What follows belongs to an exercise in optimizing a design on an open flow for small area, a short achievable clock period and few clock cycles; a production flow would make more cautious choices.
Where RTL was checked, it was by simulation tests only, not by an equivalence proof against the original.

oak:
==> flow/design.v (excerpt) <==
module RV32core(
		input clk,
		input rst,
		output[29:0] imem_addr,
		input[31:0] imem_rdata,
		output[29:0] dmem_addr,
		output dmem_we,
		output[3:0] dmem_wstrb,
		output[31:0] dmem_wdata,
		input[31:0] dmem_rdata,
		input[4:0] dbg_addr,
		output[31:0] dbg_data,
		output halted
	);
For scale: roughly 1300 flip-flops, roughly 200 I/O pins.
==> flow/config.mk <==
export PLATFORM = sky130hd
export DESIGN_NAME = RV32core
export DESIGN_NICKNAME = RV32core
export VERILOG_FILES = /design/flow/design.v
export SDC_FILE = /design/flow/constraint.sdc
export NUM_CORES = 8
export LEC_CHECK = 0
export ABC_AREA = 1
export ABC_CLOCK_PERIOD_IN_PS = 7000
export CAP_MARGIN = 20
export CELL_PAD_IN_SITES_DETAIL_PLACEMENT = 1
export CORE_MARGIN = 2
export CORE_UTILIZATION = 35
export SETUP_SLACK_MARGIN = 5.0
export SLEW_MARGIN = 20
==> flow/constraint.sdc <==
create_clock -name core_clock -period 13.5 [get_ports {clk}]
set_input_delay 2.7000 -clock core_clock [delete_from_list [all_inputs] [get_ports {clk}]]
set_output_delay 2.7000 -clock core_clock [all_outputs]
set_load 0.01 [all_outputs]
run.sh (not shown) runs the stock make flow with config.mk's settings and CLKGATE_MAP_FILE= SYNTH_SCRIPT=/design/flow/synth_recipe.tcl, a recipe that flattens the netlist after the stock synthesis.
oak: all stages done; final checks FAILED (capacitance limit, slew limit).
## Diff of input files: pine against oak
Settings: ABC_AREA removed (was 1).
## What came out
pine: full flow OK, the timing, DRC and antenna checks passed
Re sink count of the clock tree: no difference whatsoever between pine and oak.
Largest fanout of any net on the critical path delta for pine relative to oak: 1 lower
Going from oak to pine, the largest stage delay on the critical path was found to have gone up by 0.15 ns.
Between pine and oak, the compound-gate portion of the synthesized area is higher for pine.
Between oak and pine, the final area figures differ only marginally.
Taking oak as the reference, in pine placeable core area increased by about 1.1% relative to the old numbers, mean cell area of the mapped netlist now larger, number of max-cap violations saw a decrease.
Tightest hold margin, pine and oak, lower one = pine.
Function was not checked in any run of this note: the RTL went through the layout flow alone.


v45:
Another version of the RTL of RV32core (not shown whole).
Size in the first run: about 1300 flip-flops, roughly 200 I/O pins, roughly 87000 um2 of cells after synthesis.
export LEC_CHECK = 0
export CAP_MARGIN = 20
export CELL_PAD_IN_SITES_DETAIL_PLACEMENT = 1
export CORE_MARGIN = 2
export CORE_UTILIZATION = 35
export CTS_CLUSTER_DIAMETER = 120
export CTS_CLUSTER_SIZE = 20
export SETUP_SLACK_MARGIN = 5.0
export SLEW_MARGIN = 20
create_clock -name core_clock -period 13.5 [get_ports {clk}]
standard.sh (not shown) runs the stock make flow with config.mk's settings and CLKGATE_MAP_FILE= SYNTH_SCRIPT=/design/flow/synth_recipe.tcl, a recipe that flattens the netlist after the stock synthesis.
==> flow/flow/run.sh <==
#!/bin/bash
set -euo pipefail
MARGIN=6.5
sed "s/SETUP_SLACK_MARGIN=[0-9.]*/SETUP_SLACK_MARGIN=$MARGIN/" standard.sh > standard_margin.sh
grep -q "SETUP_SLACK_MARGIN=$MARGIN" standard_margin.sh
bash standard_margin.sh > flow.log 2>&1
[flow] v45 | stages: complete | final checks: fail | reason: max-capacitance violations, max-slew violations
Testbench counts of v45, summed over its fixed seeds: cycles 22,691.
The following lists how v57 was set up differently from v45:
diff --git a/flow/flow/run.sh b/flow/flow/run.sh
--- a/flow/flow/run.sh
+++ b/flow/flow/run.sh
@@ -2,3 +2,3 @@
 set -euo pipefail
-MARGIN=6.5
+MARGIN=5.75
 sed "s/SETUP_SLACK_MARGIN=[0-9.]*/SETUP_SLACK_MARGIN=$MARGIN/" standard.sh > standard_margin.sh
diff --git a/flow/config.mk b/flow/config.mk
--- a/flow/config.mk
+++ b/flow/config.mk
@@ -7,2 +7,3 @@
 export LEC_CHECK = 0
+export ABC_AREA = 1
 export CAP_MARGIN = 20
==> comparison <==
Per the final summary, v57 finished and its layout is clean on timing, DRC and antenna.
Diff v45 -> v57: placed wire-length estimate after detailed placement rose by about 4%; final clock period utilization by the worst path went up by 3.2 points.
Of v57 and v45, the run reporting the lower number of library cell types mapped by synthesis was v57.
Filler cell count in the final layout (v57 vs. v45) increases by more than 10%
Of the two values seen for dominant combinational cell family by area after synthesis, compound AO/OA/AOI/OAI gates was produced by v45 and simple AND/OR/NAND/NOR gates by v57.
Input-level comparison between v58 and v57:
diff --git a/flow/config.mk b/flow/config.mk
--- a/flow/config.mk
+++ b/flow/config.mk
@@ -7,3 +7,2 @@
 export LEC_CHECK = 0
-export ABC_AREA = 1
 export CAP_MARGIN = 20
Results
- Compared with v57, in v58 number of cell rows shows a reduction of 0.54%; net total in the final layout fell by 22%.
- v58 vs v57 — vias per cell rose 12%.
- On total routed wirelength: v58 sits above v57.
[inputs] v34 vs v58
diff --git a/flow/flow/run.sh b/flow/flow/run.sh
--- a/flow/flow/run.sh
+++ b/flow/flow/run.sh
@@ -2,3 +2,3 @@
 set -euo pipefail
-MARGIN=5.75
+MARGIN=5.5
 sed "s/SETUP_SLACK_MARGIN=[0-9.]*/SETUP_SLACK_MARGIN=$MARGIN/" standard.sh > standard_margin.sh
==> summary.txt <==
Of v58 and v34, the run reporting the higher number of nets in the final layout was v58.
The run showing the greater slack of the worst reg-to-reg path is v58.
v34 leaves less setup margin than v58.
Comparing v58 and v34, the lower final-layout worst hold slack was measured on v34.
Run comparison: v34 capture point of the worst path ex_a[4]; v58 capture point of the worst path dbg_data[19]
## Diff of input files: v18 against v34
diff --git a/flow/flow/run.sh b/flow/flow/run.sh
--- a/flow/flow/run.sh
+++ b/flow/flow/run.sh
@@ -2,3 +2,3 @@
 set -euo pipefail
-MARGIN=5.5
+MARGIN=6.0
 sed "s/SETUP_SLACK_MARGIN=[0-9.]*/SETUP_SLACK_MARGIN=$MARGIN/" standard.sh > standard_margin.sh
### Flow results
v18: flow completed, timing, DRC and antenna clean. Final cell count without fillers grows slightly when moving from v34 to v18. v34 has lower wire length than v18. Compared with v34, first-iteration DRC count in v18 increased by more than 10%. Summary of v18 over v34: maximum number of pins on one net before global-route repair has decreased; sequential standard cell area closely matched the old numbers. Taking v34 as the reference, in v18 setup slack climbed 0.20 ns; maximum frequency went up by 3.1 MHz; count of plain and timing-repair buffers moved up.
> inputs changed (v18 -> v41)
==> flow/run.sh (new file) <==
#!/bin/bash
# synth_recipe.tcl (not shown) runs the flow's synth.tcl, then flattens the netlist and writes it again
# the make line also repeats each setting of config.mk as NAME=value (left out here)
make -C /OpenROAD-flow-scripts/flow DESIGN_CONFIG=/design/flow/config.mk WORK_HOME=/design/flow/orfs CLKGATE_MAP_FILE= SYNTH_SCRIPT=/design/flow/synth_recipe.tcl finish
removed: flow/flow/run.sh
removed: flow/standard.sh
### Flow results
Taking v18 as the reference, in v41 number of distinct library cell variants in the gate-level netlist after synthesis has remained practically unchanged; overall track demand over capacity in global routing has decreased; count of clock-buffer cells in the layout has increased.
Looking at register-to-register setup slack across v18 and v41, the one that comes out lower is v41.
Compared with v18, v41 has less setup slack.
v41 -> v18: floorplan die area delta 0, exact match

[port drivers added, routing unchanged]
No port has a modelled driver above. Below, the same layouts with a new extraction and two added sets of constraints. Step 1, drivers: a clkbuf_16 drives clk and a buf_2 each remaining input, both assumed. Step 2 also shifts input and output timing later by t, the mid clock arrival at the registers, as if the neighbouring blocks saw the same clock. Slacks: ideal ports / drivers / drivers and shift; pairs: ideal ports / drivers.
run	t (ns)	setup slack, ns	slew at the worst register clock pin (ns)	worst data-port slew with drivers (ns)	pins driven straight from the clock port
oak	0.943	4.808 / 4.770 / 4.763	0.08 / 0.08	0.10	1
pine	0.897	4.771 / 4.771 / 4.322	0.07 / 0.07	0.05	1
v45	0.877	5.303 / 5.303 / 4.563	0.11 / 0.11	0.22	1
v57	0.871	4.873 / 4.812 / 4.480	0.12 / 0.12	0.09	1
v58	0.877	5.632 / 5.573 / 5.036	0.10 / 0.10	0.10	1
v34	0.847	5.386 / 5.290 / 4.616	0.11 / 0.11	0.28	1
v18	0.881	5.584 / 5.494 / 4.851	0.11 / 0.11	0.21	1
v41	0.848	4.925 / 4.750 / 4.267	0.10 / 0.10	0.27	1
For v34, which loses most, drivers alone change the setup slack by -0.096 ns; drivers and shift together by -0.770 ns.
